From an optimization exercise on the open Yosys and OpenROAD flow, aimed at small area, a short achievable clock period and few clock cycles; shortcuts taken in it are not production practice. Only the layout flow was run in this run; the RTL was not checked for function there. No activity file was given, so power comes from the tool's default toggle rates.

==> design.v <==
module bmul16(a, b, s, c);
	input [15:0] a, b;
	output [31:0] s, c;
	wire one0 = b[0] ^ 1'b0;
	wire two0 = (b[1] & ~b[0] & ~1'b0) | (~b[1] & b[0] & 1'b0);
	wire neg0 = b[1];
	wire pp0_0 = ((one0 & a[0]) | (two0 & 1'b0)) ^ neg0;
	wire pp0_1 = ((one0 & a[1]) | (two0 & a[0])) ^ neg0;
	wire pp0_2 = ((one0 & a[2]) | (two0 & a[1])) ^ neg0;
	wire pp0_3 = ((one0 & a[3]) | (two0 & a[2])) ^ neg0;
	wire pp0_4 = ((one0 & a[4]) | (two0 & a[3])) ^ neg0;
	wire pp0_5 = ((one0 & a[5]) | (two0 & a[4])) ^ neg0;
	wire pp0_6 = ((one0 & a[6]) | (two0 & a[5])) ^ neg0;
	wire pp0_7 = ((one0 & a[7]) | (two0 & a[6])) ^ neg0;
	wire pp0_8 = ((one0 & a[8]) | (two0 & a[7])) ^ neg0;
	wire pp0_9 = ((one0 & a[9]) | (two0 & a[8])) ^ neg0;
	wire pp0_10 = ((one0 & a[10]) | (two0 & a[9])) ^ neg0;
	wire pp0_11 = ((one0 & a[11]) | (two0 & a[10])) ^ neg0;
	wire pp0_12 = ((one0 & a[12]) | (two0 & a[11])) ^ neg0;
	wire pp0_13 = ((one0 & a[13]) | (two0 & a[12])) ^ neg0;
	wire pp0_14 = ((one0 & a[14]) | (two0 & a[13])) ^ neg0;
	wire pp0_15 = ((one0 & a[15]) | (two0 & a[14])) ^ neg0;
	wire pp0_16 = ((one0 & a[15]) | (two0 & a[15])) ^ neg0;
	wire ne0 = ~pp0_16;
	wire one1 = b[2] ^ b[1];
	wire two1 = (b[3] & ~b[2] & ~b[1]) | (~b[3] & b[2] & b[1]);
	wire neg1 = b[3];
	wire pp1_0 = ((one1 & a[0]) | (two1 & 1'b0)) ^ neg1;
	wire pp1_1 = ((one1 & a[1]) | (two1 & a[0])) ^ neg1;
	wire pp1_2 = ((one1 & a[2]) | (two1 & a[1])) ^ neg1;
	wire pp1_3 = ((one1 & a[3]) | (two1 & a[2])) ^ neg1;
	wire pp1_4 = ((one1 & a[4]) | (two1 & a[3])) ^ neg1;
	wire pp1_5 = ((one1 & a[5]) | (two1 & a[4])) ^ neg1;
	wire pp1_6 = ((one1 & a[6]) | (two1 & a[5])) ^ neg1;
	wire pp1_7 = ((one1 & a[7]) | (two1 & a[6])) ^ neg1;
	wire pp1_8 = ((one1 & a[8]) | (two1 & a[7])) ^ neg1;
	wire pp1_9 = ((one1 & a[9]) | (two1 & a[8])) ^ neg1;
	wire pp1_10 = ((one1 & a[10]) | (two1 & a[9])) ^ neg1;
	wire pp1_11 = ((one1 & a[11]) | (two1 & a[10])) ^ neg1;
	wire pp1_12 = ((one1 & a[12]) | (two1 & a[11])) ^ neg1;
	wire pp1_13 = ((one1 & a[13]) | (two1 & a[12])) ^ neg1;
	wire pp1_14 = ((one1 & a[14]) | (two1 & a[13])) ^ neg1;
	wire pp1_15 = ((one1 & a[15]) | (two1 & a[14])) ^ neg1;
	wire pp1_16 = ((one1 & a[15]) | (two1 & a[15])) ^ neg1;
	wire ne1 = ~pp1_16;
	wire one2 = b[4] ^ b[3];
	wire two2 = (b[5] & ~b[4] & ~b[3]) | (~b[5] & b[4] & b[3]);
	wire neg2 = b[5];
	wire pp2_0 = ((one2 & a[0]) | (two2 & 1'b0)) ^ neg2;
	wire pp2_1 = ((one2 & a[1]) | (two2 & a[0])) ^ neg2;
	wire pp2_2 = ((one2 & a[2]) | (two2 & a[1])) ^ neg2;
	wire pp2_3 = ((one2 & a[3]) | (two2 & a[2])) ^ neg2;
	wire pp2_4 = ((one2 & a[4]) | (two2 & a[3])) ^ neg2;
	wire pp2_5 = ((one2 & a[5]) | (two2 & a[4])) ^ neg2;
	wire pp2_6 = ((one2 & a[6]) | (two2 & a[5])) ^ neg2;
	wire pp2_7 = ((one2 & a[7]) | (two2 & a[6])) ^ neg2;
	wire pp2_8 = ((one2 & a[8]) | (two2 & a[7])) ^ neg2;
	wire pp2_9 = ((one2 & a[9]) | (two2 & a[8])) ^ neg2;
	wire pp2_10 = ((one2 & a[10]) | (two2 & a[9])) ^ neg2;
	wire pp2_11 = ((one2 & a[11]) | (two2 & a[10])) ^ neg2;
	wire pp2_12 = ((one2 & a[12]) | (two2 & a[11])) ^ neg2;
	wire pp2_13 = ((one2 & a[13]) | (two2 & a[12])) ^ neg2;
	wire pp2_14 = ((one2 & a[14]) | (two2 & a[13])) ^ neg2;
	wire pp2_15 = ((one2 & a[15]) | (two2 & a[14])) ^ neg2;
	wire pp2_16 = ((one2 & a[15]) | (two2 & a[15])) ^ neg2;
	wire ne2 = ~pp2_16;
	wire one3 = b[6] ^ b[5];
	wire two3 = (b[7] & ~b[6] & ~b[5]) | (~b[7] & b[6] & b[5]);
	wire neg3 = b[7];
	wire pp3_0 = ((one3 & a[0]) | (two3 & 1'b0)) ^ neg3;
	wire pp3_1 = ((one3 & a[1]) | (two3 & a[0])) ^ neg3;
	wire pp3_2 = ((one3 & a[2]) | (two3 & a[1])) ^ neg3;
	wire pp3_3 = ((one3 & a[3]) | (two3 & a[2])) ^ neg3;
	wire pp3_4 = ((one3 & a[4]) | (two3 & a[3])) ^ neg3;
	wire pp3_5 = ((one3 & a[5]) | (two3 & a[4])) ^ neg3;
	wire pp3_6 = ((one3 & a[6]) | (two3 & a[5])) ^ neg3;
	wire pp3_7 = ((one3 & a[7]) | (two3 & a[6])) ^ neg3;
	wire pp3_8 = ((one3 & a[8]) | (two3 & a[7])) ^ neg3;
	wire pp3_9 = ((one3 & a[9]) | (two3 & a[8])) ^ neg3;
	wire pp3_10 = ((one3 & a[10]) | (two3 & a[9])) ^ neg3;
	wire pp3_11 = ((one3 & a[11]) | (two3 & a[10])) ^ neg3;
	wire pp3_12 = ((one3 & a[12]) | (two3 & a[11])) ^ neg3;
	wire pp3_13 = ((one3 & a[13]) | (two3 & a[12])) ^ neg3;
	wire pp3_14 = ((one3 & a[14]) | (two3 & a[13])) ^ neg3;
	wire pp3_15 = ((one3 & a[15]) | (two3 & a[14])) ^ neg3;
	wire pp3_16 = ((one3 & a[15]) | (two3 & a[15])) ^ neg3;
	wire ne3 = ~pp3_16;
	wire one4 = b[8] ^ b[7];
	wire two4 = (b[9] & ~b[8] & ~b[7]) | (~b[9] & b[8] & b[7]);
	wire neg4 = b[9];
	wire pp4_0 = ((one4 & a[0]) | (two4 & 1'b0)) ^ neg4;
	wire pp4_1 = ((one4 & a[1]) | (two4 & a[0])) ^ neg4;
	wire pp4_2 = ((one4 & a[2]) | (two4 & a[1])) ^ neg4;
	wire pp4_3 = ((one4 & a[3]) | (two4 & a[2])) ^ neg4;
	wire pp4_4 = ((one4 & a[4]) | (two4 & a[3])) ^ neg4;
	wire pp4_5 = ((one4 & a[5]) | (two4 & a[4])) ^ neg4;
	wire pp4_6 = ((one4 & a[6]) | (two4 & a[5])) ^ neg4;
	wire pp4_7 = ((one4 & a[7]) | (two4 & a[6])) ^ neg4;
	wire pp4_8 = ((one4 & a[8]) | (two4 & a[7])) ^ neg4;
	wire pp4_9 = ((one4 & a[9]) | (two4 & a[8])) ^ neg4;
	wire pp4_10 = ((one4 & a[10]) | (two4 & a[9])) ^ neg4;
	wire pp4_11 = ((one4 & a[11]) | (two4 & a[10])) ^ neg4;
	wire pp4_12 = ((one4 & a[12]) | (two4 & a[11])) ^ neg4;
	wire pp4_13 = ((one4 & a[13]) | (two4 & a[12])) ^ neg4;
	wire pp4_14 = ((one4 & a[14]) | (two4 & a[13])) ^ neg4;
	wire pp4_15 = ((one4 & a[15]) | (two4 & a[14])) ^ neg4;
	wire pp4_16 = ((one4 & a[15]) | (two4 & a[15])) ^ neg4;
	wire ne4 = ~pp4_16;
	wire one5 = b[10] ^ b[9];
	wire two5 = (b[11] & ~b[10] & ~b[9]) | (~b[11] & b[10] & b[9]);
	wire neg5 = b[11];
	wire pp5_0 = ((one5 & a[0]) | (two5 & 1'b0)) ^ neg5;
	wire pp5_1 = ((one5 & a[1]) | (two5 & a[0])) ^ neg5;
	wire pp5_2 = ((one5 & a[2]) | (two5 & a[1])) ^ neg5;
	wire pp5_3 = ((one5 & a[3]) | (two5 & a[2])) ^ neg5;
	wire pp5_4 = ((one5 & a[4]) | (two5 & a[3])) ^ neg5;
	wire pp5_5 = ((one5 & a[5]) | (two5 & a[4])) ^ neg5;
	wire pp5_6 = ((one5 & a[6]) | (two5 & a[5])) ^ neg5;
	wire pp5_7 = ((one5 & a[7]) | (two5 & a[6])) ^ neg5;
	wire pp5_8 = ((one5 & a[8]) | (two5 & a[7])) ^ neg5;
	wire pp5_9 = ((one5 & a[9]) | (two5 & a[8])) ^ neg5;
	wire pp5_10 = ((one5 & a[10]) | (two5 & a[9])) ^ neg5;
	wire pp5_11 = ((one5 & a[11]) | (two5 & a[10])) ^ neg5;
	wire pp5_12 = ((one5 & a[12]) | (two5 & a[11])) ^ neg5;
	wire pp5_13 = ((one5 & a[13]) | (two5 & a[12])) ^ neg5;
	wire pp5_14 = ((one5 & a[14]) | (two5 & a[13])) ^ neg5;
	wire pp5_15 = ((one5 & a[15]) | (two5 & a[14])) ^ neg5;
	wire pp5_16 = ((one5 & a[15]) | (two5 & a[15])) ^ neg5;
	wire ne5 = ~pp5_16;
	wire one6 = b[12] ^ b[11];
	wire two6 = (b[13] & ~b[12] & ~b[11]) | (~b[13] & b[12] & b[11]);
	wire neg6 = b[13];
	wire pp6_0 = ((one6 & a[0]) | (two6 & 1'b0)) ^ neg6;
	wire pp6_1 = ((one6 & a[1]) | (two6 & a[0])) ^ neg6;
	wire pp6_2 = ((one6 & a[2]) | (two6 & a[1])) ^ neg6;
	wire pp6_3 = ((one6 & a[3]) | (two6 & a[2])) ^ neg6;
	wire pp6_4 = ((one6 & a[4]) | (two6 & a[3])) ^ neg6;
	wire pp6_5 = ((one6 & a[5]) | (two6 & a[4])) ^ neg6;
	wire pp6_6 = ((one6 & a[6]) | (two6 & a[5])) ^ neg6;
	wire pp6_7 = ((one6 & a[7]) | (two6 & a[6])) ^ neg6;
	wire pp6_8 = ((one6 & a[8]) | (two6 & a[7])) ^ neg6;
	wire pp6_9 = ((one6 & a[9]) | (two6 & a[8])) ^ neg6;
	wire pp6_10 = ((one6 & a[10]) | (two6 & a[9])) ^ neg6;
	wire pp6_11 = ((one6 & a[11]) | (two6 & a[10])) ^ neg6;
	wire pp6_12 = ((one6 & a[12]) | (two6 & a[11])) ^ neg6;
	wire pp6_13 = ((one6 & a[13]) | (two6 & a[12])) ^ neg6;
	wire pp6_14 = ((one6 & a[14]) | (two6 & a[13])) ^ neg6;
	wire pp6_15 = ((one6 & a[15]) | (two6 & a[14])) ^ neg6;
	wire pp6_16 = ((one6 & a[15]) | (two6 & a[15])) ^ neg6;
	wire ne6 = ~pp6_16;
	wire one7 = b[14] ^ b[13];
	wire two7 = (b[15] & ~b[14] & ~b[13]) | (~b[15] & b[14] & b[13]);
	wire neg7 = b[15];
	wire pp7_0 = ((one7 & a[0]) | (two7 & 1'b0)) ^ neg7;
	wire pp7_1 = ((one7 & a[1]) | (two7 & a[0])) ^ neg7;
	wire pp7_2 = ((one7 & a[2]) | (two7 & a[1])) ^ neg7;
	wire pp7_3 = ((one7 & a[3]) | (two7 & a[2])) ^ neg7;
	wire pp7_4 = ((one7 & a[4]) | (two7 & a[3])) ^ neg7;
	wire pp7_5 = ((one7 & a[5]) | (two7 & a[4])) ^ neg7;
	wire pp7_6 = ((one7 & a[6]) | (two7 & a[5])) ^ neg7;
	wire pp7_7 = ((one7 & a[7]) | (two7 & a[6])) ^ neg7;
	wire pp7_8 = ((one7 & a[8]) | (two7 & a[7])) ^ neg7;
	wire pp7_9 = ((one7 & a[9]) | (two7 & a[8])) ^ neg7;
	wire pp7_10 = ((one7 & a[10]) | (two7 & a[9])) ^ neg7;
	wire pp7_11 = ((one7 & a[11]) | (two7 & a[10])) ^ neg7;
	wire pp7_12 = ((one7 & a[12]) | (two7 & a[11])) ^ neg7;
	wire pp7_13 = ((one7 & a[13]) | (two7 & a[12])) ^ neg7;
	wire pp7_14 = ((one7 & a[14]) | (two7 & a[13])) ^ neg7;
	wire pp7_15 = ((one7 & a[15]) | (two7 & a[14])) ^ neg7;
	wire pp7_16 = ((one7 & a[15]) | (two7 & a[15])) ^ neg7;
	wire ne7 = ~pp7_16;
	wire s1 = pp0_10 ^ pp1_8;
	wire c2 = pp0_10 & pp1_8;
	wire s3 = pp0_11 ^ pp1_9;
	wire c4 = pp0_11 & pp1_9;
	wire s5 = pp0_12 ^ pp1_10 ^ pp2_8;
	wire c6 = (pp0_12 & pp1_10) | (pp0_12 & pp2_8) | (pp1_10 & pp2_8);
	wire s7 = pp3_6 ^ pp4_4;
	wire c8 = pp3_6 & pp4_4;
	wire s9 = pp0_13 ^ pp1_11 ^ pp2_9;
	wire c10 = (pp0_13 & pp1_11) | (pp0_13 & pp2_9) | (pp1_11 & pp2_9);
	wire s11 = pp3_7 ^ pp4_5;
	wire c12 = pp3_7 & pp4_5;
	wire s13 = pp0_14 ^ pp1_12 ^ pp2_10;
	wire c14 = (pp0_14 & pp1_12) | (pp0_14 & pp2_10) | (pp1_12 & pp2_10);
	wire s15 = pp3_8 ^ pp4_6 ^ pp5_4;
	wire c16 = (pp3_8 & pp4_6) | (pp3_8 & pp5_4) | (pp4_6 & pp5_4);
	wire s17 = pp6_2 ^ pp7_0;
	wire c18 = pp6_2 & pp7_0;
	wire s19 = pp0_15 ^ pp1_13 ^ pp2_11;
	wire c20 = (pp0_15 & pp1_13) | (pp0_15 & pp2_11) | (pp1_13 & pp2_11);
	wire s21 = pp3_9 ^ pp4_7 ^ pp5_5;
	wire c22 = (pp3_9 & pp4_7) | (pp3_9 & pp5_5) | (pp4_7 & pp5_5);
	wire s23 = pp6_3 ^ pp7_1;
	wire c24 = pp6_3 & pp7_1;
	wire s25 = ne0 ^ pp1_14 ^ pp2_12;
	wire c26 = (ne0 & pp1_14) | (ne0 & pp2_12) | (pp1_14 & pp2_12);
	wire s27 = pp3_10 ^ pp4_8 ^ pp5_6;
	wire c28 = (pp3_10 & pp4_8) | (pp3_10 & pp5_6) | (pp4_8 & pp5_6);
	wire s29 = pp6_4 ^ pp7_2 ^ 1'b1;
	wire c30 = (pp6_4 & pp7_2) | (pp6_4 & 1'b1) | (pp7_2 & 1'b1);
	wire s31 = pp1_15 ^ pp2_13 ^ pp3_11;
	wire c32 = (pp1_15 & pp2_13) | (pp1_15 & pp3_11) | (pp2_13 & pp3_11);
	wire s33 = pp4_9 ^ pp5_7 ^ pp6_5;
	wire c34 = (pp4_9 & pp5_7) | (pp4_9 & pp6_5) | (pp5_7 & pp6_5);
	wire s35 = pp7_3 ^ 1'b1;
	wire c36 = pp7_3 & 1'b1;
	wire s37 = ne1 ^ pp2_14 ^ pp3_12;
	wire c38 = (ne1 & pp2_14) | (ne1 & pp3_12) | (pp2_14 & pp3_12);
	wire s39 = pp4_10 ^ pp5_8 ^ pp6_6;
	wire c40 = (pp4_10 & pp5_8) | (pp4_10 & pp6_6) | (pp5_8 & pp6_6);
	wire s41 = pp2_15 ^ pp3_13 ^ pp4_11;
	wire c42 = (pp2_15 & pp3_13) | (pp2_15 & pp4_11) | (pp3_13 & pp4_11);
	wire s43 = pp5_9 ^ pp6_7;
	wire c44 = pp5_9 & pp6_7;
	wire s45 = ne2 ^ pp3_14 ^ pp4_12;
	wire c46 = (ne2 & pp3_14) | (ne2 & pp4_12) | (pp3_14 & pp4_12);
	wire s47 = pp3_15 ^ pp4_13;
	wire c48 = pp3_15 & pp4_13;
	wire s49 = pp0_6 ^ pp1_4;
	wire c50 = pp0_6 & pp1_4;
	wire s51 = pp0_7 ^ pp1_5;
	wire c52 = pp0_7 & pp1_5;
	wire s53 = pp0_8 ^ pp1_6 ^ pp2_4;
	wire c54 = (pp0_8 & pp1_6) | (pp0_8 & pp2_4) | (pp1_6 & pp2_4);
	wire s55 = pp3_2 ^ pp4_0;
	wire c56 = pp3_2 & pp4_0;
	wire s57 = pp0_9 ^ pp1_7 ^ pp2_5;
	wire c58 = (pp0_9 & pp1_7) | (pp0_9 & pp2_5) | (pp1_7 & pp2_5);
	wire s59 = pp3_3 ^ pp4_1;
	wire c60 = pp3_3 & pp4_1;
	wire s61 = s1 ^ pp2_6 ^ pp3_4;
	wire c62 = (s1 & pp2_6) | (s1 & pp3_4) | (pp2_6 & pp3_4);
	wire s63 = pp4_2 ^ pp5_0 ^ neg5;
	wire c64 = (pp4_2 & pp5_0) | (pp4_2 & neg5) | (pp5_0 & neg5);
	wire s65 = c2 ^ s3 ^ pp2_7;
	wire c66 = (c2 & s3) | (c2 & pp2_7) | (s3 & pp2_7);
	wire s67 = pp3_5 ^ pp4_3 ^ pp5_1;
	wire c68 = (pp3_5 & pp4_3) | (pp3_5 & pp5_1) | (pp4_3 & pp5_1);
	wire s69 = c4 ^ s5 ^ s7;
	wire c70 = (c4 & s5) | (c4 & s7) | (s5 & s7);
	wire s71 = pp5_2 ^ pp6_0 ^ neg6;
	wire c72 = (pp5_2 & pp6_0) | (pp5_2 & neg6) | (pp6_0 & neg6);
	wire s73 = c6 ^ c8 ^ s9;
	wire c74 = (c6 & c8) | (c6 & s9) | (c8 & s9);
	wire s75 = s11 ^ pp5_3 ^ pp6_1;
	wire c76 = (s11 & pp5_3) | (s11 & pp6_1) | (pp5_3 & pp6_1);
	wire s77 = c10 ^ c12 ^ s13;
	wire c78 = (c10 & c12) | (c10 & s13) | (c12 & s13);
	wire s79 = s15 ^ s17 ^ neg7;
	wire c80 = (s15 & s17) | (s15 & neg7) | (s17 & neg7);
	wire s81 = c14 ^ c16 ^ c18;
	wire c82 = (c14 & c16) | (c14 & c18) | (c16 & c18);
	wire s83 = s19 ^ s21 ^ s23;
	wire c84 = (s19 & s21) | (s19 & s23) | (s21 & s23);
	wire s85 = c20 ^ c22 ^ c24;
	wire c86 = (c20 & c22) | (c20 & c24) | (c22 & c24);
	wire s87 = s25 ^ s27 ^ s29;
	wire c88 = (s25 & s27) | (s25 & s29) | (s27 & s29);
	wire s89 = c26 ^ c28 ^ c30;
	wire c90 = (c26 & c28) | (c26 & c30) | (c28 & c30);
	wire s91 = s31 ^ s33 ^ s35;
	wire c92 = (s31 & s33) | (s31 & s35) | (s33 & s35);
	wire s93 = c32 ^ c34 ^ c36;
	wire c94 = (c32 & c34) | (c32 & c36) | (c34 & c36);
	wire s95 = s37 ^ s39 ^ pp7_4;
	wire c96 = (s37 & s39) | (s37 & pp7_4) | (s39 & pp7_4);
	wire s97 = c38 ^ c40 ^ s41;
	wire c98 = (c38 & c40) | (c38 & s41) | (c40 & s41);
	wire s99 = s43 ^ pp7_5 ^ 1'b1;
	wire c100 = (s43 & pp7_5) | (s43 & 1'b1) | (pp7_5 & 1'b1);
	wire s101 = c42 ^ c44 ^ s45;
	wire c102 = (c42 & c44) | (c42 & s45) | (c44 & s45);
	wire s103 = pp5_10 ^ pp6_8 ^ pp7_6;
	wire c104 = (pp5_10 & pp6_8) | (pp5_10 & pp7_6) | (pp6_8 & pp7_6);
	wire s105 = c46 ^ s47 ^ pp5_11;
	wire c106 = (c46 & s47) | (c46 & pp5_11) | (s47 & pp5_11);
	wire s107 = pp6_9 ^ pp7_7 ^ 1'b1;
	wire c108 = (pp6_9 & pp7_7) | (pp6_9 & 1'b1) | (pp7_7 & 1'b1);
	wire s109 = c48 ^ ne3 ^ pp4_14;
	wire c110 = (c48 & ne3) | (c48 & pp4_14) | (ne3 & pp4_14);
	wire s111 = pp5_12 ^ pp6_10 ^ pp7_8;
	wire c112 = (pp5_12 & pp6_10) | (pp5_12 & pp7_8) | (pp6_10 & pp7_8);
	wire s113 = pp4_15 ^ pp5_13 ^ pp6_11;
	wire c114 = (pp4_15 & pp5_13) | (pp4_15 & pp6_11) | (pp5_13 & pp6_11);
	wire s115 = pp7_9 ^ 1'b1;
	wire c116 = pp7_9 & 1'b1;
	wire s117 = ne4 ^ pp5_14 ^ pp6_12;
	wire c118 = (ne4 & pp5_14) | (ne4 & pp6_12) | (pp5_14 & pp6_12);
	wire s119 = pp5_15 ^ pp6_13;
	wire c120 = pp5_15 & pp6_13;
	wire s121 = pp0_4 ^ pp1_2;
	wire c122 = pp0_4 & pp1_2;
	wire s123 = pp0_5 ^ pp1_3;
	wire c124 = pp0_5 & pp1_3;
	wire s125 = s49 ^ pp2_2 ^ pp3_0;
	wire c126 = (s49 & pp2_2) | (s49 & pp3_0) | (pp2_2 & pp3_0);
	wire s127 = c50 ^ s51 ^ pp2_3;
	wire c128 = (c50 & s51) | (c50 & pp2_3) | (s51 & pp2_3);
	wire s129 = c52 ^ s53 ^ s55;
	wire c130 = (c52 & s53) | (c52 & s55) | (s53 & s55);
	wire s131 = c54 ^ c56 ^ s57;
	wire c132 = (c54 & c56) | (c54 & s57) | (c56 & s57);
	wire s133 = c58 ^ c60 ^ s61;
	wire c134 = (c58 & c60) | (c58 & s61) | (c60 & s61);
	wire s135 = c62 ^ c64 ^ s65;
	wire c136 = (c62 & c64) | (c62 & s65) | (c64 & s65);
	wire s137 = c66 ^ c68 ^ s69;
	wire c138 = (c66 & c68) | (c66 & s69) | (c68 & s69);
	wire s139 = c70 ^ c72 ^ s73;
	wire c140 = (c70 & c72) | (c70 & s73) | (c72 & s73);
	wire s141 = c74 ^ c76 ^ s77;
	wire c142 = (c74 & c76) | (c74 & s77) | (c76 & s77);
	wire s143 = c78 ^ c80 ^ s81;
	wire c144 = (c78 & c80) | (c78 & s81) | (c80 & s81);
	wire s145 = c82 ^ c84 ^ s85;
	wire c146 = (c82 & c84) | (c82 & s85) | (c84 & s85);
	wire s147 = c86 ^ c88 ^ s89;
	wire c148 = (c86 & c88) | (c86 & s89) | (c88 & s89);
	wire s149 = c90 ^ c92 ^ s93;
	wire c150 = (c90 & c92) | (c90 & s93) | (c92 & s93);
	wire s151 = c94 ^ c96 ^ s97;
	wire c152 = (c94 & c96) | (c94 & s97) | (c96 & s97);
	wire s153 = c98 ^ c100 ^ s101;
	wire c154 = (c98 & c100) | (c98 & s101) | (c100 & s101);
	wire s155 = c102 ^ c104 ^ s105;
	wire c156 = (c102 & c104) | (c102 & s105) | (c104 & s105);
	wire s157 = c106 ^ c108 ^ s109;
	wire c158 = (c106 & c108) | (c106 & s109) | (c108 & s109);
	wire s159 = c110 ^ c112 ^ s113;
	wire c160 = (c110 & c112) | (c110 & s113) | (c112 & s113);
	wire s161 = c114 ^ c116 ^ s117;
	wire c162 = (c114 & c116) | (c114 & s117) | (c116 & s117);
	wire s163 = c118 ^ s119 ^ pp7_11;
	wire c164 = (c118 & s119) | (c118 & pp7_11) | (s119 & pp7_11);
	wire s165 = c120 ^ ne5 ^ pp6_14;
	wire c166 = (c120 & ne5) | (c120 & pp6_14) | (ne5 & pp6_14);
	wire s167 = pp6_15 ^ pp7_13;
	wire c168 = pp6_15 & pp7_13;
	wire s169 = pp0_2 ^ pp1_0;
	wire c170 = pp0_2 & pp1_0;
	wire s171 = pp0_3 ^ pp1_1;
	wire c172 = pp0_3 & pp1_1;
	wire s173 = s121 ^ pp2_0 ^ neg2;
	wire c174 = (s121 & pp2_0) | (s121 & neg2) | (pp2_0 & neg2);
	wire s175 = c122 ^ s123 ^ pp2_1;
	wire c176 = (c122 & s123) | (c122 & pp2_1) | (s123 & pp2_1);
	wire s177 = c124 ^ s125 ^ neg3;
	wire c178 = (c124 & s125) | (c124 & neg3) | (s125 & neg3);
	wire s179 = c126 ^ s127 ^ pp3_1;
	wire c180 = (c126 & s127) | (c126 & pp3_1) | (s127 & pp3_1);
	wire s181 = c128 ^ s129 ^ neg4;
	wire c182 = (c128 & s129) | (c128 & neg4) | (s129 & neg4);
	wire s183 = c130 ^ s131 ^ s59;
	wire c184 = (c130 & s131) | (c130 & s59) | (s131 & s59);
	wire s185 = c132 ^ s133 ^ s63;
	wire c186 = (c132 & s133) | (c132 & s63) | (s133 & s63);
	wire s187 = c134 ^ s135 ^ s67;
	wire c188 = (c134 & s135) | (c134 & s67) | (s135 & s67);
	wire s189 = c136 ^ s137 ^ s71;
	wire c190 = (c136 & s137) | (c136 & s71) | (s137 & s71);
	wire s191 = c138 ^ s139 ^ s75;
	wire c192 = (c138 & s139) | (c138 & s75) | (s139 & s75);
	wire s193 = c140 ^ s141 ^ s79;
	wire c194 = (c140 & s141) | (c140 & s79) | (s141 & s79);
	wire s195 = c142 ^ s143 ^ s83;
	wire c196 = (c142 & s143) | (c142 & s83) | (s143 & s83);
	wire s197 = c144 ^ s145 ^ s87;
	wire c198 = (c144 & s145) | (c144 & s87) | (s145 & s87);
	wire s199 = c146 ^ s147 ^ s91;
	wire c200 = (c146 & s147) | (c146 & s91) | (s147 & s91);
	wire s201 = c148 ^ s149 ^ s95;
	wire c202 = (c148 & s149) | (c148 & s95) | (s149 & s95);
	wire s203 = c150 ^ s151 ^ s99;
	wire c204 = (c150 & s151) | (c150 & s99) | (s151 & s99);
	wire s205 = c152 ^ s153 ^ s103;
	wire c206 = (c152 & s153) | (c152 & s103) | (s153 & s103);
	wire s207 = c154 ^ s155 ^ s107;
	wire c208 = (c154 & s155) | (c154 & s107) | (s155 & s107);
	wire s209 = c156 ^ s157 ^ s111;
	wire c210 = (c156 & s157) | (c156 & s111) | (s157 & s111);
	wire s211 = c158 ^ s159 ^ s115;
	wire c212 = (c158 & s159) | (c158 & s115) | (s159 & s115);
	wire s213 = c160 ^ s161 ^ pp7_10;
	wire c214 = (c160 & s161) | (c160 & pp7_10) | (s161 & pp7_10);
	wire s215 = c162 ^ s163 ^ 1'b1;
	wire c216 = (c162 & s163) | (c162 & 1'b1) | (s163 & 1'b1);
	wire s217 = c164 ^ s165 ^ pp7_12;
	wire c218 = (c164 & s165) | (c164 & pp7_12) | (s165 & pp7_12);
	wire s219 = c166 ^ s167 ^ 1'b1;
	wire c220 = (c166 & s167) | (c166 & 1'b1) | (s167 & 1'b1);
	wire s221 = c168 ^ ne6 ^ pp7_14;
	wire c222 = (c168 & ne6) | (c168 & pp7_14) | (ne6 & pp7_14);
	wire s223 = pp7_15 ^ 1'b1;
	wire c224 = pp7_15 & 1'b1;
	assign s = {1'b1, c224, c222, c220, c218, c216, c214, c212, c210, c208, c206, c204, c202, c200, c198, c196, c194, c192, c190, c188, c186, c184, c182, c180, c178, c176, c174, c172, c170, s169, pp0_1, pp0_0};
	assign c = {1'b0, ne7, s223, s221, s219, s217, s215, s213, s211, s209, s207, s205, s203, s201, s199, s197, s195, s193, s191, s189, s187, s185, s183, s181, s179, s177, s175, s173, s171, neg1, 1'b0, neg0};
endmodule
`timescale 1ns / 1ps
module levinson_top(clock, reset, start, done,
	scratch_mem_read_addr, scratch_mem_in,
	scratch_mem_write_addr, scratch_mem_out, scratch_mem_write_en);
	input clock, reset, start;
	output done;
	output [11:0] scratch_mem_read_addr;
	input [31:0] scratch_mem_in;
	output [11:0] scratch_mem_write_addr;
	output [31:0] scratch_mem_out;
	output scratch_mem_write_en;
	localparam [31:0] MAX32 = 32'h7fff_ffff;
	localparam [31:0] MIN32 = 32'h8000_0000;
	localparam [2:0] T_NONE = 3'd0, T_KK = 3'd1, T_AL = 3'd2, T_I1 = 3'd3,
	                 T_I2 = 3'd4, T_FI = 3'd5, T_U = 3'd6, T_S = 3'd7;
	localparam [2:0] C_NONE = 3'd0, C_AL = 3'd2, C_I1 = 3'd3, C_I2 = 3'd4,
	                 C_FI = 3'd5, C_NXT = 3'd6;
	localparam [1:0] M_IDLE = 2'd0, M_RUN = 2'd1, M_RST = 2'd2;
	function [31:0] sadd;    
		input [31:0] a, b;
		reg [31:0] s;
		begin
			s = a + b;
			if (a[31] == b[31] && s[31] != a[31])
				sadd = a[31] ? MIN32 : MAX32;
			else
				sadd = s;
		end
	endfunction
	function [31:0] fmt;     
		input [31:0] x;
		fmt = {x[31:16], 1'b0, x[15:1]};
	endfunction
	function [31:0] comp;    
		input [31:0] x;
		comp = {x[31:16], x[14:0], 1'b0};
	endfunction
	function [4:0] nrm;      
		input [31:0] x;
		reg [30:0] z;
		integer i;
		reg f;
		begin
			z = x[31:1] ^ x[30:0];
			nrm = x[31] ? 5'd31 : 5'd0;
			f = 1'b0;
			for (i = 30; i >= 0; i = i - 1)
				if (!f && z[i]) begin
					nrm = 30 - i;
					f = 1'b1;
				end
		end
	endfunction
	function [31:0] shl4;
		input [31:0] x;
		begin
			if (x[31] != x[30]) shl4 = x;
			else if (x[31] != x[29]) shl4 = {x[30:0], 1'b0};
			else if (x[31] != x[28]) shl4 = {x[29:0], 2'b0};
			else if (x[31] != x[27]) shl4 = {x[28:0], 3'b0};
			else shl4 = {x[27:0], 4'b0};
		end
	endfunction
	function [11:0] bufa;    
		input b;
		input [3:0] idx;
		bufa = {4'h1, b ? 4'h5 : 4'h3, idx};
	endfunction
	reg [1:0] mode;
	reg p0, p1, p2;           
	reg pro;                  
	reg [3:0] it;             
	reg [2:0] jat, jbt, jct, jrt;
	reg [3:0] jak, jbk, jck, jrk;
	reg [2:0] ch;             
	reg [1:0] chw;            
	reg [3:0] nu, ns;         
	reg uf1, uf2, uf3, sf1, sf2;
	reg young;                
	reg f1, f2, f3, f4;       
	reg t1, t2;               
	reg unst;
	reg [2:0] dcnt;           
	reg [15:0] rem;
	reg [5:0] ec;             
	reg [3:0] rcn;            
	reg [3:0] wm;
	reg rnd;
	reg [31:0] X, Y, H, AD, acc, sum, K, alp, inv, MI;
	reg [31:0] ms, mc, T;
	reg [4:0] ex;
	reg [11:0] ra, wa;
	reg [31:0] wd;
	reg we, done_r;
	assign scratch_mem_read_addr = ra;
	assign scratch_mem_write_addr = wa;
	assign scratch_mem_out = wd;
	assign scratch_mem_write_en = we;
	assign done = done_r;
	wire last_it = (it == 4'd10);
	wire [15:0] ma = p2 ? X[15:0] : X[31:16];
	wire [15:0] mb = p1 ? Y[15:0] : Y[31:16];
	wire [31:0] mps, mpc;
	bmul16 i_mul(.a(ma), .b(mb), .s(mps), .c(mpc));
	wire [31:0] P = ms + mc;
	wire p_big = (P == 32'h4000_0000);
	wire p_small = (P[31:3] == 29'd0) && (P[2:0] != 3'd0);
	wire [15:0] mq = p_small ? P[15:0] : (p_big ? 16'h7fff : P[30:15]);
	wire [31:0] t_next = p1 ? (p_big ? MAX32 : {P[30:0], 1'b0}) : {{15{mq[15]}}, mq, 1'b0};
	wire [31:0] acc_next = p2 ? T : sadd(acc, T);
	wire [31:0] sh_in = p1 ? K : acc;
	wire [4:0] sh_n = p1 ? ex : ((jrt == T_FI) ? 5'd2 : 5'd31);
	wire [4:0] sh_norm = nrm(sh_in);
	wire [4:0] sh_s = (sh_n < sh_norm) ? sh_n : sh_norm;
	wire [31:0] sh_out = sh_in << sh_s;
	wire [31:0] ng_in = p0 ? K : (p1 ? sum : acc);
	wire [31:0] ng_out = (ng_in == MIN32) ? MAX32 : (~ng_in + 32'd1);
	reg [31:0] oa, ob;
	always @(*) begin
		if (p2) begin
			if (jrt == T_U) begin
				oa = acc;                      
				ob = comp(AD);
			end else begin
				oa = (jrk == 4'd0) ? 32'd0 : sum;   
				ob = acc;
			end
		end else if (last_it) begin
			oa = (sum[31] == sum[30]) ? {sum[30:1], 2'b00} : {sum[31:1], 1'b0};
			ob = 32'h0000_8000;
		end else begin
			oa = sum;                          
			ob = comp(MI);
		end
	end
	wire [31:0] o_sum = sadd(oa, ob);
	wire [31:0] kk_post = {1'b0, ~(acc[31] ? ng_out[30:0] : acc[30:0])};    
	wire [31:0] i1_post = (acc == MIN32) ? 32'hffff_ffff :
	                      (acc[31] ? MAX32 : {1'b0, ~acc[30:0]});           
	wire [3:0] nU = (it == 4'd0) ? 4'd0 : (last_it ? 4'd9 : it - 4'd1);
	wire [3:0] nS = (it == 4'd0 || last_it) ? 4'd0 : it;
	wire [3:0] nu_ok = nu - {3'd0, uf1} - {3'd0, uf2} - {3'd0, uf3};
	wire s_ready = (ns < nS) && (ns == 4'd0 ? !young : (ns <= nu_ok));
	wire fin_ok = (ns == nS) && !sf1 && !sf2;
	wire u_avail = (nu < nU);
	reg [2:0] dt;
	reg [3:0] dk;
	always @(*) begin
		dt = T_NONE;
		dk = 4'd0;
		if (ch == C_NXT) begin
			if (chw == 2'd0)
				dt = (it == 4'd9) ? T_U : T_KK;
		end else if (ch != C_NONE && chw == 2'd0 && (ch != C_FI || fin_ok)) begin
			dt = ch;
		end else if (u_avail && (nu - ns < 4'd3)) begin
			dt = T_U; dk = nu;
		end else if (s_ready) begin
			dt = T_S; dk = ns;
		end else if (u_avail) begin
			dt = T_U; dk = nu;
		end
	end
	wire signed [15:0] kh = K[31:16];
	wire k_unst = (kh > 16'sd32750) || (kh < -16'sd32750);
	wire [15:0] den = alp[31:16];
	function [16:0] dstep;   
		input [15:0] r;
		input [15:0] d;
		reg [17:0] t;
		begin
			t = {1'b0, r, 1'b0} - {2'b0, d};
			dstep = t[17] ? {1'b0, r[14:0], 1'b0} : {1'b1, t[15:0]};
		end
	endfunction
	wire [16:0] s1 = dstep(rem, den);
	wire [16:0] s2a = dstep({rem[14:0], 1'b0}, den);           
	wire [16:0] s2b = dstep(s1[15:0], den);
	wire [16:0] s2 = s1[16] ? s2b : s2a;
	wire [16:0] s3 = dstep(s2[15:0], den);
	wire [3:0] um = it - 4'd1 - jck;    
	wire [3:0] rm = it - 4'd1 - jrk;    
	always @(posedge clock) begin
		ms <= mps;
		mc <= mpc;
		T <= t_next;
		acc <= acc_next;
		MI <= scratch_mem_in;
		we <= 1'b0;
		done_r <= 1'b0;
		if (dcnt != 3'd0) begin
			rem <= s3[15:0];
			inv[31:16] <= {inv[28:16], s1[16], s2[16], s3[16]};
			dcnt <= dcnt - 3'd1;
		end
		case (mode)
		M_IDLE: begin
			ra <= start ? 12'd273 : 12'd272;    
			mode <= start ? M_RUN : M_IDLE;
			pro <= start;
			p0 <= 1'b0; p1 <= 1'b1; p2 <= 1'b0;
			it <= 4'd0;
			ch <= C_I1;
			chw <= 2'd0;
			nu <= 4'd0; ns <= 4'd0;
			uf1 <= 1'b0; uf2 <= 1'b0; uf3 <= 1'b0; sf1 <= 1'b0; sf2 <= 1'b0;
			young <= 1'b0;
			jat <= T_NONE; jbt <= T_NONE; jct <= T_NONE; jrt <= T_NONE;
			f1 <= 1'b0; f2 <= 1'b0; f3 <= 1'b0; f4 <= 1'b0;
			t1 <= 1'b0; t2 <= 1'b0;
			ec <= 6'd0;
		end
		M_RST: begin
			rcn <= rcn + 4'd1;
			if (rcn < 4'd10) ra <= 12'd321 + {8'd0, rcn};
			else ra <= 12'd358 + {8'd0, rcn};      
			if (rcn == 4'd0) begin
				we <= 1'b1; wa <= 12'd784; wd <= 32'd4096;
			end else if (rcn >= 4'd3 && rcn <= 4'd12) begin
				we <= 1'b1; wa <= 12'd782 + {8'd0, rcn}; wd <= MI;
			end else if (rcn >= 4'd13) begin
				we <= 1'b1; wa <= 12'd339 + {8'd0, rcn}; wd <= MI;
			end
			if (rcn == 4'd14) done_r <= 1'b1;
			if (rcn == 4'd15) begin
				mode <= M_IDLE;
				ra <= 12'd272;
			end
		end
		default: begin    
			p0 <= p2; p1 <= p0; p2 <= p1;
			if (last_it) ec <= ec + 6'd1;
			if (p0) begin
				if (jat == T_S) ra <= 12'd273 + {8'd0, jak};
				if (jrt == T_S && jrk == it - 4'd1) ra <= 12'd273 + {8'd0, it};
				if (jbt == T_S) H <= MI;
				if (f1) begin
					if (!sum[31] && sum != 32'd0) K <= ng_out;
					f1 <= 1'b0;
					f2 <= 1'b1;
				end
				if (t1) begin
					sum <= o_sum;
					t1 <= 1'b0;
					t2 <= 1'b1;
				end
				if (f4) begin
					we <= 1'b1;
					wa <= 12'd351 + {8'd0, it};
					wd <= {{16{K[31]}}, K[31:16]};
					f4 <= 1'b0;
					if (unst) begin
						mode <= M_RST;
						rcn <= 4'd0;
						dcnt <= 3'd0;
					end
				end
				if (last_it) begin
					if (rnd) sum <= o_sum;
					rnd <= 1'b0;
					if (ec == 6'd7) ra <= 12'd352;
					if (ec == 6'd10) ra <= 12'd353;
					if (ec == 6'd10 || ec == 6'd13) begin
						we <= 1'b1;
						wa <= (ec == 6'd10) ? 12'd368 : 12'd369;
						wd <= MI;
					end
					if (ec == 6'd16) begin
						we <= 1'b1;
						wa <= 12'd784;
						wd <= 32'd4096;
					end
				end
			end
			if (p1) begin
				if (jct == T_U) ra <= bufa(~it[0], um);
				if (jrt == T_U) AD <= MI;
				if (t2) begin
					H <= fmt(sum[31] ? ng_out : sum);
					t2 <= 1'b0;
				end
				if (f2) begin
					K <= sh_out;
					f2 <= 1'b0;
					f3 <= 1'b1;
				end
				if (last_it) begin
					if (ec == 6'd8 || (ec >= 6'd14 && ec <= 6'd38)) begin
						we <= 1'b1;
						wa <= {4'h3, 4'h1, wm};       
						wd <= {{16{sum[31]}}, sum[31:16]};
					end
				end
				if (pro) begin
					sum <= 32'd0;
					t1 <= 1'b1;
				end
			end
			if (p2) begin
				if (jat == T_U) ra <= bufa(~it[0], jak + 4'd1);
				else if (jat == T_S) ra <= bufa(it[0], it - jak);
				case (jrt)
				T_U: begin
					if (last_it) begin
						sum <= o_sum;
						rnd <= 1'b1;
						wm <= 4'd9 - jrk;
					end else begin
						we <= 1'b1;
						wa <= bufa(it[0], rm);
						wd <= fmt(o_sum);
					end
				end
				T_S: begin
					if (jrk == it - 4'd1) begin
						sum <= shl4(o_sum);
						t1 <= 1'b1;
					end else
						sum <= o_sum;
				end
				T_AL: begin
					alp <= fmt(sh_out);
					ex <= ({1'b0, ex} + {1'b0, sh_s} > 6'd31) ? 5'd31 : ex + sh_s;
					dcnt <= 3'd5;
					rem <= 16'h3fff;
					inv <= 32'd0;
				end
				T_I2: inv <= fmt(acc);
				T_FI: begin
					K <= sh_out;
					f1 <= 1'b1;
				end
				default: ;
				endcase
				case (jbt)
				T_KK: begin X <= fmt(K); Y <= fmt(K); end
				T_AL: begin X <= alp; Y <= fmt(kk_post); end
				T_I1: begin X <= alp; Y <= inv; end
				T_I2: begin X <= fmt(i1_post); Y <= inv; end
				T_FI: begin X <= H; Y <= (jrt == T_I2) ? fmt(acc) : inv; end
				T_U: begin X <= fmt(K); Y <= MI; end
				T_S: begin X <= H; Y <= MI; end
				default: ;
				endcase
				if (f3) begin
					we <= 1'b1;
					wa <= bufa(it[0], it);
					wd <= fmt({{4{K[31]}}, K[31:4]});
					unst <= (it >= 4'd2) && k_unst;
					f3 <= 1'b0;
					f4 <= 1'b1;
				end
				if (pro) begin
					pro <= 1'b0;
					alp <= MI;           
					ex <= 5'd0;
					dcnt <= 3'd5;
					rem <= 16'h3fff;
					inv <= 32'd0;
				end
				if (last_it) begin
					if (ec == 6'd6) begin
						sum <= {{4{K[31]}}, K[31:5], 1'b0};
						rnd <= 1'b1;
						wm <= 4'd10;
					end
					if (ec == 6'd9 || (ec >= 6'd15 && ec <= 6'd39)) begin
						we <= 1'b1;
						wa <= {4'h1, 4'h4, wm};       
						wd <= {{16{sum[31]}}, sum[31:16]};
					end
					if (ec == 6'd39) done_r <= 1'b1;
				end
				jrt <= jct; jrk <= jck;
				jct <= jbt; jck <= jbk;
				jbt <= jat; jbk <= jak;
				jat <= dt; jak <= dk;
				uf3 <= uf2; uf2 <= uf1; uf1 <= (dt == T_U);
				sf2 <= sf1; sf1 <= (dt == T_S);
				young <= 1'b0;
				if (ch == C_NXT) begin
					if (chw == 2'd0) begin
						it <= it + 4'd1;
						ns <= 4'd0;
						young <= 1'b1;
						if (it == 4'd9) begin
							nu <= 4'd1;
							ch <= C_NONE;
							ec <= 6'd1;
						end else begin
							nu <= 4'd0;
							ch <= C_AL;
							chw <= 2'd1;
						end
					end else
						chw <= chw - 2'd1;
				end else if (dt == ch && ch != C_NONE) begin
					case (ch)
					C_AL: begin ch <= C_I1; chw <= 2'd3; end
					C_I1: begin ch <= C_I2; chw <= 2'd1; end
					C_I2: begin ch <= C_FI; chw <= 2'd1; end
					default: begin ch <= C_NXT; chw <= 2'd2; end
					endcase
				end else begin
					if (chw != 2'd0) chw <= chw - 2'd1;
					if (dt == T_U) nu <= nu + 4'd1;
					if (dt == T_S) ns <= ns + 4'd1;
				end
				if (last_it && ec == 6'd39) begin
					mode <= M_IDLE;
					ra <= 12'd272;
				end
			end
		end
		endcase
		if (reset) begin
			mode <= M_IDLE;
			ra <= 12'd272;
			we <= 1'b0;
			done_r <= 1'b0;
		end
	end
endmodule
==> run.sh <==
#!/bin/bash
# synth_recipe.tcl (not shown) runs the flow's synth.tcl, then flattens the netlist and writes it again
# the make line also repeats each setting of config.mk as NAME=value (left out here)
make -C /OpenROAD-flow-scripts/flow DESIGN_CONFIG=/design/flow/config.mk WORK_HOME=/design/flow/orfs CLKGATE_MAP_FILE= SYNTH_SCRIPT=/design/flow/synth_recipe.tcl finish
==> config.mk <==
export PLATFORM = sky130hd
export DESIGN_NAME = levinson_top
export DESIGN_NICKNAME = levinson_top
export VERILOG_FILES = /design/flow/design.v
export SDC_FILE = /design/flow/constraint.sdc
export NUM_CORES = 8
export LEC_CHECK = 0
export CAP_MARGIN = 20
export CORE_MARGIN = 2
export CORE_UTILIZATION = 30
export PLACE_DENSITY = 0.5
export SLEW_MARGIN = 20
==> constraint.sdc <==
create_clock -name core_clock -period 20.0 [get_ports {clock}]
set_input_delay 4.0000 -clock core_clock [delete_from_list [all_inputs] [get_ports {clock}]]
set_output_delay 4.0000 -clock core_clock [all_outputs]
set_load 0.01 [all_outputs]
==> flow_summary.yaml <==
synthesis:
  synth-async-reset-ratio: 0
  synth_top_area_share: 0.2074
  yosys_warnings: 1
  ys_top_cells_by_area: "edfxtp_1 (21%), dfxtp_1 (7.8%), mux2i_1 (6.3%), a21oi_1 (6.2%), ha_1 (5.7%)"
  synth.distinct_cells: 124
  synth_top_flop_cell: "edfxtp_1"
  yosysSeqAreaShare: 0.2859
  syn_inst: 6451
  synthesis.nets: 6821
  synth_largest_area_cell: "edfxtp_1"
  netlist_area_sq_mm: 0.05284
  syn_area_per_cell_sq_um: 8.191
  synth_edf_count: 365
  synth-seq-cells: 572
cells_and_area:
  fillers: 18321
  design_area_sq_mm: 0.05896
  finalNonFillerCells: 8705
  multi_input_area_sq_mm: 0.03488
  syn_to_final_growth_pct: 11.58
  area.sequential_sq_mm: 0.01511
  drive_gt1_frac: 0.09034
  nets: 6667
global_routing:
  track_usage: 0.2618
  antenna_found_initial: 14
  grt_max_degree: 113
  grt-ovfl-total: 0
  grt_pass1_vias: 48885
  grt_pass1_wl_mm: 350.6
clocking:
  post_cts_resized: 0
  cts_buffers: 74
  tritoncts: "built"
  cts_hold_buf: 0
  clock_sinks: 572
  ctsHtreeMaxLevel: 3
  clockBufferDepth: 3
  cts-root-buf: "clkbuf_16"
  clk_latency_ns: 0.71
  cts_setup_buffers: 0
  clk_pin_slew_ns: 0.06
sta:
  fin_ws_ns: 10.69
  setup_viol: 0
  rsz0062_at_grt: "false"
  slew_headroom: 0.1547
  min_period_over_period: 0.4657
  tns_ns: 0
  fmax_ghz: 0.1074
  whs_ns: 0.4182
  clock_skew_ns: 0.04756
  final_hold_viol_count: 0
  tightestPinTransition_ns: 1.266
  slew_viol_final: 0
  fin_crit_ns: 9.314
floorplan:
  start_util: 0.3010
  core-area_sq_mm: 0.1755
  dieWidth_microns: 423.7
  rows: 154
  dieArea_sq_mm: 0.1795
  boundaryPins: 93
  dieHeight_microns: 423.7
placement:
  dp.cells: 8561
  dp_hpwl_mm: 174.9
  dp_slack_ns: 10.85
  place_area_sq_mm: 0.05640
  place_congestion: 0.9642
  portBuffers: 92
power:
  ir_drop_uv: 123.8
  leakagePower_nw: 22.52
  power_density_mw_per_mm2: 161.5
setup_path:
  crit_required_ns: 20.58
  worst-path-max-fanout: 27
  cp_slowest_cell: "a21boi_0"
  critical_path_class: "reg -> reg"
  critPathMostFrequentCell: "a21oi_1"
  cp-start-kind: "flip-flop"
  cp-end-kind: "flip-flop"
  cpPeakStageDelay_ns: 0.72
  cp.arrival_ns: 9.89
drt:
  viasPerCell: 6.088
  routedWlPerCell_microns: 28.15
  drtAntennaViolNets: 0
  num_vias: 52997
  dr.first_iter.drc_count: 6812
  first_pass_iters: 9
  drc: 0
  drt_wl_total_mm: 245.0
flow_run:
  maxCapViolations: 0
hold_path:
  hold_class: "reg -> reg"
outcome:
  run_status: "finished clean"
-- stage by stage --
| stage | utilization | total power [mW] |
|---|---|---|
| after floorplan | - | 6.006 |
| after global placement | 0.3212 | 7.934 |
| after detailed placement | 0.3213 | 7.945 |
| after CTS | 0.3356 | 9.411 |
| after global routing | 0.3357 | 10.12 |
| final | 0.3359 | 9.521 |
-- power by group --
| group | total, mW | switching [mW] | leakage (nW) | internal, mW |
|---|---|---|---|---|
| combinational | 6.29 | 3.97 | 16.1 | 2.32 |
| sequential | 1.80 | 0.255 | 5.20 | 1.55 |
| clock | 1.43 | 0.588 | 1.22 | 0.838 |
| total | 9.52 | 4.81 | 22.5 | 4.71 |
-- cell usage after synthesis (33+ instances only) --
| cell | instances |
|---|---|
| a211oi_1 | 72 |
| a21o_1 | 87 |
| a21oi_1 | 652 |
| a221oi_1 | 83 |
| a22oi_1 | 59 |
| a31oi_1 | 45 |
| and2_1 | 62 |
| and3_1 | 40 |
| buf_1 | 39 |
| buf_2 | 37 |
| clkbuf_1 | 430 |
| dfxtp_1 | 207 |
| edfxtp_1 | 365 |
| fa_1 | 95 |
| ha_1 | 240 |
| inv_1 | 245 |
| mux2_2 | 85 |
| mux2i_1 | 330 |
| nand2_1 | 614 |
| nand2b_1 | 44 |
| nand3_1 | 151 |
| nand4_1 | 33 |
| nor2_1 | 586 |
| nor3_1 | 120 |
| o211ai_1 | 82 |
| o21a_1 | 47 |
| o21ai_0 | 525 |
| o21ai_1 | 40 |
| o221ai_1 | 85 |
| o22ai_1 | 139 |
| o31ai_1 | 41 |
| xnor2_1 | 150 |
| xor2_1 | 71 |
-- worst paths after layout --
check	from	endpoint	slack (ns)	cells past startpoint
worst max-delay path	alp[26]	rem[1]	10.69	37
worst min-delay path	jbk[0]	jck[0]	0.42	0
worst max register to register	alp[26]	rem[1]	10.69	37
worst min register to register	jbk[0]	jck[0]	0.42	0
-- cell families (layout without fill, tap and decap cells) --
logic type      Yosys count  in the layout  synth area share
compound gates         2244           2244            0.2724
xor+xnor                222            222           0.03694
fa+ha+maj               335            335           0.09283
buf+inv                 789            692           0.05970
flops                   572            572            0.2859
mux                     450            450           0.09330
other cells               0             11                 0
simple gates           1839           1839            0.1589
-- final cells by class --
type	instances	share of cell area
Clock buffer	98	0.03523
Antenna cell	11	0.0004669
Sequential cell	572	0.2563
Tap cell	2340	0.04966
Inverter	253	0.01615
Multi-Input combinational cell	5090	0.5916
Clock inverter	35	0.007301
Timing Repair Buffer	306	0.04329
-- flip-flops by register name, summed over array words and instances (netlist names), 31 cells and up --
register and cells:
sum 32, wd 32, acc 32, inv 31, Y 32, T 32, ms 31, H 32
X 32, MI 32, AD 31, K 32, alp 32
-- metal layers --
| metal | part of all wire | track usage |
|---|---|---|
| met1 | 0.41 | 0.3404 |
| met2 | 0.43 | 0.3962 |
| met3 | 0.095 | 0.06108 |
| met4 | 0.065 | 0.1499 |
| met5 | 0.00027 | 0 |
-- worst max-delay path: cells and delay by family, from the launching register on --
family                   cells  cell delay, ns
AO/OA/AOI/OAI               26            5.61
AND/OR/NAND/NOR              6            1.70
adder cells (fa/ha/maj)      3            1.04
buffers and inverters        2            0.44
flip-flops                   1            0.38
-- layout by cell type (no fill, tap or decap), types with 86 or more instances in the layout --
master / n
nand3_1: 149
a21oi_1: 651
xnor2_1: 149
edfxtp_1: 365
ha_1: 240
mux2i_1: 310
nor3_1: 115
fa_1: 95
o21ai_0: 523
buf_4: 212
inv_1: 245
nand2_1: 613
clkdlybuf4s50_1: 92
a21o_1: 86
nor2_1: 578
o22ai_1: 139
dfxtp_1: 205

what the ideal ports hide:
Ports are ideal in the flow. The routed layout listed here was re-timed in OpenROAD.
Step 1 assumes that a clkbuf_16 drives the clock port and a buf_2 every other input.
Step 2, shift: input delay + t, output delay - t, t = (earliest + latest rising clock arrival at the registers) / 2. This alone moves slack from input paths to output paths.
Slacks: ideal ports / drivers / drivers and shift; pairs: ideal ports / drivers.
t, ns: 0.769
setup WS [ns]: 10.686 / 10.686 / 10.686
hold slack, ns: 0.418 / 0.418 / 0.418
After both steps setup and hold are still met in this run. The setup slack of this run moves by 0.000 ns with the drivers and by 0.000 ns with both steps.
